From an optimization exercise on the open Yosys and OpenROAD flow, aimed at small area; shortcuts taken in it are not production practice.
Where RTL was checked, it was by simulation tests only, not by an equivalence proof against the original.
Power figures rest on the tool's default switching activity, not on a simulated workload.

==> module axi_capture_controller, before the edit <==
module axi_capture_controller (
    input  logic        clk,
    input  logic        rst,
    input  logic        s_tvalid,
    output logic        s_tready,
    input  logic        m_tready,
    output logic        m_tvalid,
    input  logic        trigger_in,
    input  logic [7:0]  capture_len_cfg,
    input  logic [31:0] timestamp_counter,
    output logic [31:0] latched_timestamp,
    output logic        capture_active
);
    logic trigger_sync, trigger_prev;
    logic rise_d1, trigger_valid;
    logic trigger_latched;
    logic [7:0]  count_lo;      
    logic [7:0]  count_hi;      
    logic [8:0]  count_lo_inc;
    logic        hi_feedback;
    logic sample_fire, last_sample;
    always_ff @(posedge clk) begin
        if (rst) begin
            trigger_sync  <= 1'b0;
            trigger_prev  <= 1'b0;
            rise_d1       <= 1'b0;
            trigger_valid <= 1'b0;
        end else begin
            trigger_sync  <= trigger_in;
            trigger_prev  <= trigger_sync;
            rise_d1       <= trigger_sync & ~trigger_prev;
            trigger_valid <= rise_d1;
        end
    end
    assign s_tready    = capture_active & m_tready;
    assign m_tvalid    = capture_active & s_tvalid;
    assign sample_fire = s_tvalid & s_tready;
    assign count_lo_inc = {1'b0, count_lo} + 9'd1;
    assign last_sample  = sample_fire && (count_hi == 8'd0)
                          && (count_lo_inc == {1'b0, capture_len_cfg});
    assign hi_feedback  = count_hi[7] ^ count_hi[5] ^ count_hi[4] ^ count_hi[3]
                          ^ (count_hi[6:0] == 7'd0);
    always_ff @(posedge clk) begin
        if (rst)
            capture_active <= 1'b0;
        else if (capture_active)
            capture_active <= !last_sample;
        else
            capture_active <= trigger_valid && !trigger_latched;
        if (rst || !capture_active) begin
            count_lo <= '0;
            count_hi <= '0;
        end else if (sample_fire) begin
            count_lo <= count_lo_inc[7:0];
            if (count_lo_inc[8]) count_hi <= {count_hi[6:0], hi_feedback};
        end
        if (!capture_active && trigger_valid)
            latched_timestamp <= timestamp_counter;
        if (rst)
            trigger_latched <= 1'b0;
        else if (capture_active)
            trigger_latched <= 1'b1;
        else if (!trigger_sync)
            trigger_latched <= 1'b0;
    end
endmodule
==> module axi_fifo, before the edit <==
module axi_fifo (
    input  logic        clk,
    input  logic        rst,
    input  logic [31:0] s_tdata,
    input  logic        s_tvalid,
    output logic        s_tready,
    output logic [31:0] m_tdata,
    output logic        m_tvalid,
    input  logic        m_tready
);
    logic [31:0] mem [0:15];
    logic [16:0] fill;
    wire full = fill[16];
    wire push = s_tvalid & ~full;
    wire pop  = m_tvalid & m_tready;
    assign s_tready = ~full;
    always_ff @(posedge clk) begin
        if (push) begin
            mem[0] <= s_tdata;
            for (int i = 1; i < 16; i++) mem[i] <= mem[i-1];
        end
    end
    always_comb begin
        m_tdata = '0;
        for (int i = 0; i < 16; i++)
            m_tdata = m_tdata | ({32{fill[i+1]}} & mem[i]);
    end
    always_ff @(posedge clk) begin
        if (rst) begin
            fill     <= 17'd1;
            m_tvalid <= 1'b0;
        end else begin
            if (push && !pop) fill <= {fill[15:0], 1'b0};
            else if (pop && !push) fill <= {1'b0, fill[16:1]};
            m_tvalid <= !fill[0] && !(fill[1] && pop && !push);
        end
    end
endmodule
Settings: LEC_CHECK=0, CAP_MARGIN=20, CORE_MARGIN=2, CORE_UTILIZATION=40, CTS_BUF_LIST=sky130_fd_sc_hd__clkbuf_8, CTS_CLUSTER_DIAMETER=60, CTS_CLUSTER_SIZE=16, SLEW_MARGIN=20; clock period 5.0 ns.
standard.sh (not shown) runs the stock make flow with config.mk's settings and CLKGATE_MAP_FILE= SYNTH_SCRIPT=/design/flow/synth_recipe.tcl, a recipe that flattens the netlist after the stock synthesis.
==> flow/flow/run.sh <==
#!/bin/bash
# Standard layout (the standard.sh: standard synthesis and ORFS flow) with two
# changes passed as make variables:
#  - port buffers are sky130_fd_sc_hd__buf_1 instead of the default choice;
#  - CTS without dummy loads, with clkbuf_8 and the clustering of config.mk.
# Each tool's full output goes to the ORFS logs under orfs/logs; make's own
# output goes to flow_make.log here.
set -euo pipefail
bash standard.sh \
  "BUFFER_PORTS_ARGS=-buffer_cell sky130_fd_sc_hd__buf_1" \
  "CTS_ARGS=-sink_clustering_enable -repair_clock_nets -dont_use_dummy_load -buf_list sky130_fd_sc_hd__clkbuf_8 -sink_clustering_size 16 -sink_clustering_max_diameter 60" \
  finish > flow_make.log 2>&1
Next try:
--- a/flow/design.v
+++ b/flow/design.v
@@ -35,8 +35,6 @@
     logic rise_d1, trigger_valid;
     logic trigger_latched;
-    logic [7:0]  count_lo;      
-    logic [7:0]  count_hi;      
-    logic [8:0]  count_lo_inc;
-    logic        hi_feedback;
+    logic [15:0] sample_count;
+    logic [16:0] sample_count_inc;
     logic sample_fire, last_sample;
     always_ff @(posedge clk) begin
@@ -56,9 +54,6 @@
     assign m_tvalid    = capture_active & s_tvalid;
     assign sample_fire = s_tvalid & s_tready;
-    assign count_lo_inc = {1'b0, count_lo} + 9'd1;
-    assign last_sample  = sample_fire && (count_hi == 8'd0)
-                          && (count_lo_inc == {1'b0, capture_len_cfg});
-    assign hi_feedback  = count_hi[7] ^ count_hi[5] ^ count_hi[4] ^ count_hi[3]
-                          ^ (count_hi[6:0] == 7'd0);
+    assign sample_count_inc = {1'b0, sample_count} + 17'd1;
+    assign last_sample = sample_fire && (sample_count_inc == {9'd0, capture_len_cfg});
     always_ff @(posedge clk) begin
         if (rst)
@@ -68,11 +63,8 @@
         else
             capture_active <= trigger_valid && !trigger_latched;
-        if (rst || !capture_active) begin
-            count_lo <= '0;
-            count_hi <= '0;
-        end else if (sample_fire) begin
-            count_lo <= count_lo_inc[7:0];
-            if (count_lo_inc[8]) count_hi <= {count_hi[6:0], hi_feedback};
-        end
+        if (rst || !capture_active)
+            sample_count <= '0;
+        else if (sample_fire)
+            sample_count <= sample_count_inc[15:0];
         if (!capture_active && trigger_valid)
             latched_timestamp <= timestamp_counter;
@@ -96,5 +88,8 @@
 );
     logic [31:0] mem [0:15];
-    logic [16:0] fill;
+    logic [16:1] fill;
+    wire empty = ~|fill;
+    logic was_nonempty;
+    assign m_tvalid = was_nonempty & ~empty;
     wire full = fill[16];
     wire push = s_tvalid & ~full;
@@ -112,12 +107,11 @@
             m_tdata = m_tdata | ({32{fill[i+1]}} & mem[i]);
     end
+    always_ff @(posedge clk) was_nonempty <= ~empty;
     always_ff @(posedge clk) begin
         if (rst) begin
-            fill     <= 17'd1;
-            m_tvalid <= 1'b0;
+            fill     <= '0;
         end else begin
-            if (push && !pop) fill <= {fill[15:0], 1'b0};
-            else if (pop && !push) fill <= {1'b0, fill[16:1]};
-            m_tvalid <= !fill[0] && !(fill[1] && pop && !push);
+            if (push && !pop) fill <= {fill[15:1], empty};
+            else if (pop && !push) fill <= {1'b0, fill[16:2]};
         end
     end
Outcome:
- area after synthesis barely changes
- global-route usage goes down by 0.26 points
- power falls by about 0.4%
- setup slack gets worse by 0.17 ns
- flip-flop and latch count came out lower by 1
- final area drops by 0.40%
- routed wire length shrinks by about 1.4%
- first-iteration DRC count climbs by 20%
- non-clock buffer count is lower by 7
- maximum frequency fell by about 3.7%
- combinational power shrinks by 38%
- clock-buffer cell count increases by 3
- via count came out lower by about 0.8%
- core utilization rose by 0.29 points
No functional check of the RTL was part of the first run of this note.


== trial 18 ==
The RTL this note starts from:
==> flow/design.v <==
module data_ingress (
    input  logic        clk,
    input  logic        rst,
    input  logic [15:0] adc_ch0,
    input  logic [15:0] adc_ch1,
    input  logic        adc_valid,
    output logic [31:0] m_tdata,
    output logic        m_tvalid,
    input  logic        m_tready
);
    always_ff @(posedge clk) begin
        if (!m_tvalid) m_tdata <= {adc_ch1, adc_ch0};
        if (rst)
            m_tvalid <= 1'b0;
        else if (!m_tvalid)
            m_tvalid <= adc_valid;
        else if (m_tready)
            m_tvalid <= 1'b0;
    end
endmodule
module axi_capture_controller (
    input  logic        clk,
    input  logic        rst,
    input  logic        s_tvalid,
    output logic        s_tready,
    input  logic        m_tready,
    output logic        m_tvalid,
    input  logic        trigger_in,
    input  logic [7:0]  capture_len_cfg,
    input  logic [31:0] timestamp_counter,
    output logic [31:0] latched_timestamp,
    output logic        capture_active
);
    logic trigger_sync, trigger_prev;
    logic rise_d1, trigger_valid;
    logic trigger_latched;
    logic [15:0] sample_count;
    logic [16:0] sample_count_inc;
    logic sample_fire, last_sample;
    always_ff @(posedge clk) begin
        if (rst) begin
            trigger_sync  <= 1'b0;
            trigger_prev  <= 1'b0;
            rise_d1       <= 1'b0;
            trigger_valid <= 1'b0;
        end else begin
            trigger_sync  <= trigger_in;
            trigger_prev  <= trigger_sync;
            rise_d1       <= trigger_sync & ~trigger_prev;
            trigger_valid <= rise_d1;
        end
    end
    assign s_tready    = capture_active & m_tready;
    assign m_tvalid    = capture_active & s_tvalid;
    assign sample_fire = s_tvalid & s_tready;
    assign sample_count_inc = {1'b0, sample_count} + 17'd1;
    assign last_sample = sample_fire && (sample_count_inc == {9'd0, capture_len_cfg});
    always_ff @(posedge clk) begin
        if (rst)
            capture_active <= 1'b0;
        else if (capture_active)
            capture_active <= !last_sample;
        else
            capture_active <= trigger_valid && !trigger_latched;
        if (rst || !capture_active)
            sample_count <= '0;
        else if (sample_fire)
            sample_count <= sample_count_inc[15:0];
        if (!capture_active && trigger_valid)
            latched_timestamp <= timestamp_counter;
        if (rst)
            trigger_latched <= 1'b0;
        else if (capture_active)
            trigger_latched <= 1'b1;
        else if (!trigger_sync)
            trigger_latched <= 1'b0;
    end
endmodule
module axi_fifo (
    input  logic        clk,
    input  logic        rst,
    input  logic [31:0] s_tdata,
    input  logic        s_tvalid,
    output logic        s_tready,
    output logic [31:0] m_tdata,
    output logic        m_tvalid,
    input  logic        m_tready
);
    logic [31:0] mem [0:15];
    logic [3:0] wr_ptr, rd_ptr;
    logic [4:0] count;
    logic [15:0] rd_sel;
    wire full  = count[4];
    wire empty = (count == 5'd0);
    wire push  = s_tvalid & ~full;
    wire pop   = m_tvalid & m_tready;
    assign s_tready = ~full;
    always_ff @(posedge clk) begin
        for (int i = 0; i < 16; i++)
            if (!full && wr_ptr == i[3:0]) mem[i] <= s_tdata;
    end
    always_comb begin
        m_tdata = '0;
        for (int i = 0; i < 16; i++) begin
            rd_sel[i] = (rd_ptr == i[3:0]);
            m_tdata = m_tdata | ({32{rd_sel[i]}} & mem[i]);
        end
    end
    always_ff @(posedge clk) begin
        if (rst) begin
            wr_ptr   <= '0;
            rd_ptr   <= '0;
            count    <= '0;
            m_tvalid <= 1'b0;
        end else begin
            if (push) wr_ptr <= wr_ptr + 4'd1;
            if (pop)  rd_ptr <= rd_ptr + 4'd1;
            if (push && !pop) count <= count + 5'd1;
            else if (pop && !push) count <= count - 5'd1;
            m_tvalid <= !empty && !(count == 5'd1 && pop && !push);
        end
    end
endmodule
module axi_packetizer (
    input  logic        clk,
    input  logic        rst,
    input  logic [31:0] s_tdata,
    input  logic        s_tvalid,
    output logic        s_tready,
    output logic [31:0] m_tdata,
    output logic        m_tvalid,
    input  logic        m_tready,
    output logic        m_tlast,
    input  logic [31:0] timestamp_latched,
    input  logic [7:0]  capture_len_cfg,
    input  logic [15:0] error_flags
);
    localparam logic [2:0] ST_IDLE        = 3'd0,
                           ST_HEADER      = 3'd1,
                           ST_TIMESTAMP   = 3'd2,
                           ST_CHNID       = 3'd3,
                           ST_SAMPLECOUNT = 3'd4,
                           ST_PAYLOAD     = 3'd5,
                           ST_INFO        = 3'd6,
                           ST_DONE        = 3'd7;
    localparam logic [31:0] HEADER = 32'h30415144;
    logic [2:0]  state;
    logic [1:0]  byte_idx;
    logic [1:0]  out_idx;
    logic        word_active, word_active_d;
    logic [7:0]  remaining;
    logic [31:0] timestamp_reg;
    logic [15:0] error_flags_reg;
    logic [31:0] payload_reg;
    wire st_idle    = (state == ST_IDLE);
    wire st_header  = (state == ST_HEADER);
    wire st_ts      = (state == ST_TIMESTAMP);
    wire st_count   = (state == ST_SAMPLECOUNT);
    wire st_payload = (state == ST_PAYLOAD);
    wire st_info    = (state == ST_INFO);
    assign s_tready = st_idle | (st_payload & ~word_active);
    assign m_tvalid = ~st_idle & (~st_payload | word_active_d);
    assign m_tlast  = (state == ST_DONE);
    wire notify_out = m_tvalid & m_tready;
    wire load_word  = st_payload & ~word_active & s_tvalid;
    logic advance;
    always_comb begin
        case (state)
            ST_IDLE:      advance = s_tvalid;
            ST_HEADER,
            ST_TIMESTAMP: advance = notify_out & (byte_idx == 2'd3);
            ST_PAYLOAD:   advance = notify_out & (byte_idx == 2'd3) & (remaining == 8'd0);
            ST_INFO:      advance = notify_out & byte_idx[0];
            default:      advance = notify_out;
        endcase
    end
    wire idx_inc = notify_out & (st_header | st_ts | st_info | (st_payload & word_active));
    always_ff @(posedge clk) begin
        if (rst) state <= ST_IDLE;
        else if (advance) state <= state + 3'd1;
        if (st_idle) byte_idx <= 2'd0;
        else if (idx_inc) byte_idx <= byte_idx + 2'd1;
        word_active   <= st_payload & (word_active ? ~(notify_out & byte_idx == 2'd3) : s_tvalid);
        word_active_d <= word_active;
        out_idx       <= byte_idx;
        if (st_idle) begin
            remaining       <= capture_len_cfg;
            timestamp_reg   <= timestamp_latched;
            error_flags_reg <= error_flags;
        end else if (load_word) begin
            remaining <= remaining - 8'd1;
        end
        if (!word_active) payload_reg <= s_tdata;
    end
    logic [31:0] field;
    logic [1:0]  shift;
    always_comb begin
        field = '0;
        if (st_header)  field = HEADER;
        if (st_ts)      field = timestamp_reg;
        if (st_count)   field = {24'd0, remaining};
        if (st_payload) field = payload_reg;
        if (st_info)    field = {16'd0, error_flags_reg};
        shift = st_payload ? out_idx : byte_idx;
        m_tdata = field >> (8 * shift);
    end
endmodule
module usb_tx_if (
    input  logic        clk,
    input  logic        rst,
    input  logic [31:0] s_tdata,
    input  logic        s_tvalid,
    output logic        s_tready,
    output logic [31:0] usb_data,
    output logic        usb_wr_en,
    input  logic        usb_full
);
    assign s_tready = ~usb_full;
    always_ff @(posedge clk) begin
        usb_data <= s_tdata;
        if (rst) usb_wr_en <= 1'b0;
        else     usb_wr_en <= s_tvalid & ~usb_full;
    end
endmodule
module daq_top (
    input logic clk,
    input logic rst,
    input logic [15:0] adc_ch0,
    input logic [15:0] adc_ch1,
    input logic adc_valid,
    input logic trigger_in,
    input logic [31:0] timestamp_counter,
    input logic [7:0] capture_len_cfg,
    input logic [15:0] error_flags,
    input logic usb_full,
    output logic [7:0] tx_data,
    output logic tx_valid,
    input  logic tx_ready,
    output logic tx_last,
    output logic capture_active,
    output logic [31:0]usb_data,
    output logic usb_wr_en
);
    logic [31:0] ingress_tdata;
    logic ingress_tvalid, ingress_tready;
    logic capture_tvalid, capture_tready;
    logic [31:0] fifo_tdata;
    logic fifo_tvalid, fifo_tready;
    logic [31:0] packet_tdata;
    logic packet_tvalid, packet_tready, packet_tlast;
    logic [31:0] latched_timestamp;
    logic usb_ready;
    data_ingress u_ingress (
        .clk(clk),
        .rst(rst),
        .adc_ch0(adc_ch0),
        .adc_ch1(adc_ch1),
        .adc_valid(adc_valid),
        .m_tdata(ingress_tdata),
        .m_tvalid(ingress_tvalid),
        .m_tready(ingress_tready)
    );
    axi_capture_controller u_capture (
        .clk(clk),
        .rst(rst),
        .s_tvalid(ingress_tvalid),
        .s_tready(ingress_tready),
        .m_tready(capture_tready),
        .m_tvalid(capture_tvalid),
        .trigger_in(trigger_in),
        .capture_len_cfg(capture_len_cfg),
        .timestamp_counter(timestamp_counter),
        .latched_timestamp(latched_timestamp),
        .capture_active(capture_active)
    );
    axi_fifo u_fifo (
        .clk(clk),
        .rst(rst),
        .s_tdata(ingress_tdata),
        .s_tvalid(capture_tvalid),
        .s_tready(capture_tready),
        .m_tdata(fifo_tdata),
        .m_tvalid(fifo_tvalid),
        .m_tready(fifo_tready)
    );
    axi_packetizer u_packetizer (
        .clk(clk),
        .rst(rst),
        .s_tdata(fifo_tdata),
        .s_tvalid(fifo_tvalid),
        .s_tready(fifo_tready),
        .m_tdata(packet_tdata),
        .m_tvalid(packet_tvalid),
        .m_tready(packet_tready),
        .m_tlast(packet_tlast),
        .timestamp_latched(latched_timestamp),
        .capture_len_cfg(capture_len_cfg),
        .error_flags(error_flags)
    );
    usb_tx_if usb_tx_inst (
        .clk(clk),
        .rst(rst),
        .s_tdata(packet_tdata),
        .s_tvalid(packet_tvalid),
        .s_tready(usb_ready),
        .usb_data(usb_data),
        .usb_wr_en(usb_wr_en),
        .usb_full(usb_full)
    );
    assign tx_data  = packet_tdata[7:0];
    assign tx_valid = packet_tvalid;
    assign packet_tready = usb_ready & tx_ready;
    assign tx_last  = packet_tlast;
endmodule
==> flow/config.mk <==
export PLATFORM = sky130hd
export DESIGN_NAME = daq_top
export DESIGN_NICKNAME = daq_top
export VERILOG_FILES = /design/flow/design.v
export SDC_FILE = /design/flow/constraint.sdc
export NUM_CORES = 4
export LEC_CHECK = 0
export CAP_MARGIN = 20
export CORE_MARGIN = 2
export CORE_UTILIZATION = 40
export CTS_BUF_LIST = sky130_fd_sc_hd__clkbuf_8
export CTS_CLUSTER_DIAMETER = 60
export CTS_CLUSTER_SIZE = 16
export SLEW_MARGIN = 20
==> flow/constraint.sdc <==
create_clock -name core_clock -period 5.0 [get_ports {clk}]
set_input_delay 1.0000 -clock core_clock [delete_from_list [all_inputs] [get_ports {clk}]]
set_output_delay 1.0000 -clock core_clock [all_outputs]
set_load 0.01 [all_outputs]
run.sh (not shown) runs the stock make flow with config.mk's settings and CLKGATE_MAP_FILE= SYNTH_SCRIPT=/design/flow/synth_recipe.tcl, a recipe that flattens the netlist after the stock synthesis.
Stock flow here: none of the scripts above is used.
Input changes introduced in trial 20 (baseline for comparison: trial 18):
--- a/flow/design.v
+++ b/flow/design.v
@@ -84,40 +84,38 @@
     output logic        s_tready,
     output logic [31:0] m_tdata,
     output logic        m_tvalid,
     input  logic        m_tready
 );
     logic [31:0] mem [0:15];
-    logic [3:0] wr_ptr, rd_ptr;
+    logic [3:0] wr_ptr;
+    logic [15:0] rd_oh;
     logic [4:0] count;
-    logic [15:0] rd_sel;
     wire full  = count[4];
     wire empty = (count == 5'd0);
     wire push  = s_tvalid & ~full;
     wire pop   = m_tvalid & m_tready;
     assign s_tready = ~full;
     always_ff @(posedge clk) begin
         for (int i = 0; i < 16; i++)
             if (!full && wr_ptr == i[3:0]) mem[i] <= s_tdata;
     end
     always_comb begin
         m_tdata = '0;
-        for (int i = 0; i < 16; i++) begin
-            rd_sel[i] = (rd_ptr == i[3:0]);
-            m_tdata = m_tdata | ({32{rd_sel[i]}} & mem[i]);
-        end
+        for (int i = 0; i < 16; i++)
+            m_tdata = m_tdata | ({32{rd_oh[i]}} & mem[i]);
     end
     always_ff @(posedge clk) begin
         if (rst) begin
             wr_ptr   <= '0;
-            rd_ptr   <= '0;
+            rd_oh    <= 16'd1;
             count    <= '0;
             m_tvalid <= 1'b0;
         end else begin
             if (push) wr_ptr <= wr_ptr + 4'd1;
-            if (pop)  rd_ptr <= rd_ptr + 4'd1;
+            if (pop)  rd_oh <= {rd_oh[14:0], rd_oh[15]};
             if (push && !pop) count <= count + 5'd1;
             else if (pop && !push) count <= count - 5'd1;
             m_tvalid <= !empty && !(count == 5'd1 && pop && !push);
         end
     end
 endmodule
@@ -146,13 +144,12 @@
     localparam logic [31:0] HEADER = 32'h30415144;
     logic [2:0]  state;
     logic [1:0]  byte_idx;
     logic [1:0]  out_idx;
     logic        word_active, word_active_d;
     logic [7:0]  remaining;
-    logic [31:0] timestamp_reg;
     logic [15:0] error_flags_reg;
     logic [31:0] payload_reg;
     wire st_idle    = (state == ST_IDLE);
     wire st_header  = (state == ST_HEADER);
     wire st_ts      = (state == ST_TIMESTAMP);
     wire st_count   = (state == ST_SAMPLECOUNT);
@@ -182,25 +179,25 @@
         else if (idx_inc) byte_idx <= byte_idx + 2'd1;
         word_active   <= st_payload & (word_active ? ~(notify_out & byte_idx == 2'd3) : s_tvalid);
         word_active_d <= word_active;
         out_idx       <= byte_idx;
         if (st_idle) begin
             remaining       <= capture_len_cfg;
-            timestamp_reg   <= timestamp_latched;
             error_flags_reg <= error_flags;
         end else if (load_word) begin
             remaining <= remaining - 8'd1;
         end
-        if (!word_active) payload_reg <= s_tdata;
+        if (st_idle) payload_reg <= timestamp_latched;
+        else if (st_payload && !word_active) payload_reg <= s_tdata;
     end
     logic [31:0] field;
     logic [1:0]  shift;
     always_comb begin
         field = '0;
         if (st_header)  field = HEADER;
-        if (st_ts)      field = timestamp_reg;
+        if (st_ts)      field = payload_reg;
         if (st_count)   field = {24'd0, remaining};
         if (st_payload) field = payload_reg;
         if (st_info)    field = {16'd0, error_flags_reg};
         shift = st_payload ? out_idx : byte_idx;
         m_tdata = field >> (8 * shift);
     end
## What came out
- The final layout from trial 20, which completed every stage, passed the timing, design-rule and antenna checks at the end of the flow.
- Compared with trial 18, trial 20 ends up with less cell area.
- For trial 18, the source of the critical timing path was u_packetizer.state[2], unlike trial 20, where it was u_packetizer.state[0].
- [compare] base=trial 18 new=trial 20: final cell count now sits lower, time the final worst path needs with I/O delays and setup now sits higher.
- Taking trial 18 as the reference point, the global-route usage of trial 20 rises by 0.34 points.
- Sequential share of power of trial 18 is on par with trial 20.
- Between trial 18 and trial 20, the multi-input gate share of the layout cell area is higher for trial 18.
- Worst hold slack across trial 18 and trial 20: no real change.
- Diff trial 18..trial 20 | area share of fa/ha/maj cells after synthesis | negligible
- The total number of cells along the worst setup path in trial 20 sits 2 above the value recorded for trial 18.
- Maximum frequency down 0.0086 GHz in trial 20 wrt trial 18
- Trial 18 has lower sequential area share after synthesis than trial 20.

separate check: timing with driven ports:
The flow's constraints put no driver on any port. The routed layouts listed below were extracted and timed again, unchanged, in two steps.
Step 1, drivers: a clkbuf_16 drives clk and a buf_2 each remaining input, both assumed.
Step 2, shift: input delay + t, output delay - t, t = (earliest + latest rising clock arrival at the registers) / 2. This alone moves slack from input paths to output paths.
Slacks: no drivers / after step 1 / after step 2; pairs: no drivers / after step 1.
| run | shift t [ns] | setup WS [ns] | worst setup path at the end |
|---|---|---|---|
| the first run of note 1 | 0.709 | 0.660 / 0.604 / 1.313 | register to output |
| the second run of note 1 | 0.720 | 0.493 / 0.435 / 1.155 | register to output |
| trial 18 | 0.760 | 0.408 / 0.348 / 1.108 | register to output |
| trial 20 | 0.748 | 0.219 / 0.162 / 0.910 | register to output |
After both steps setup and hold are still met in every run listed.
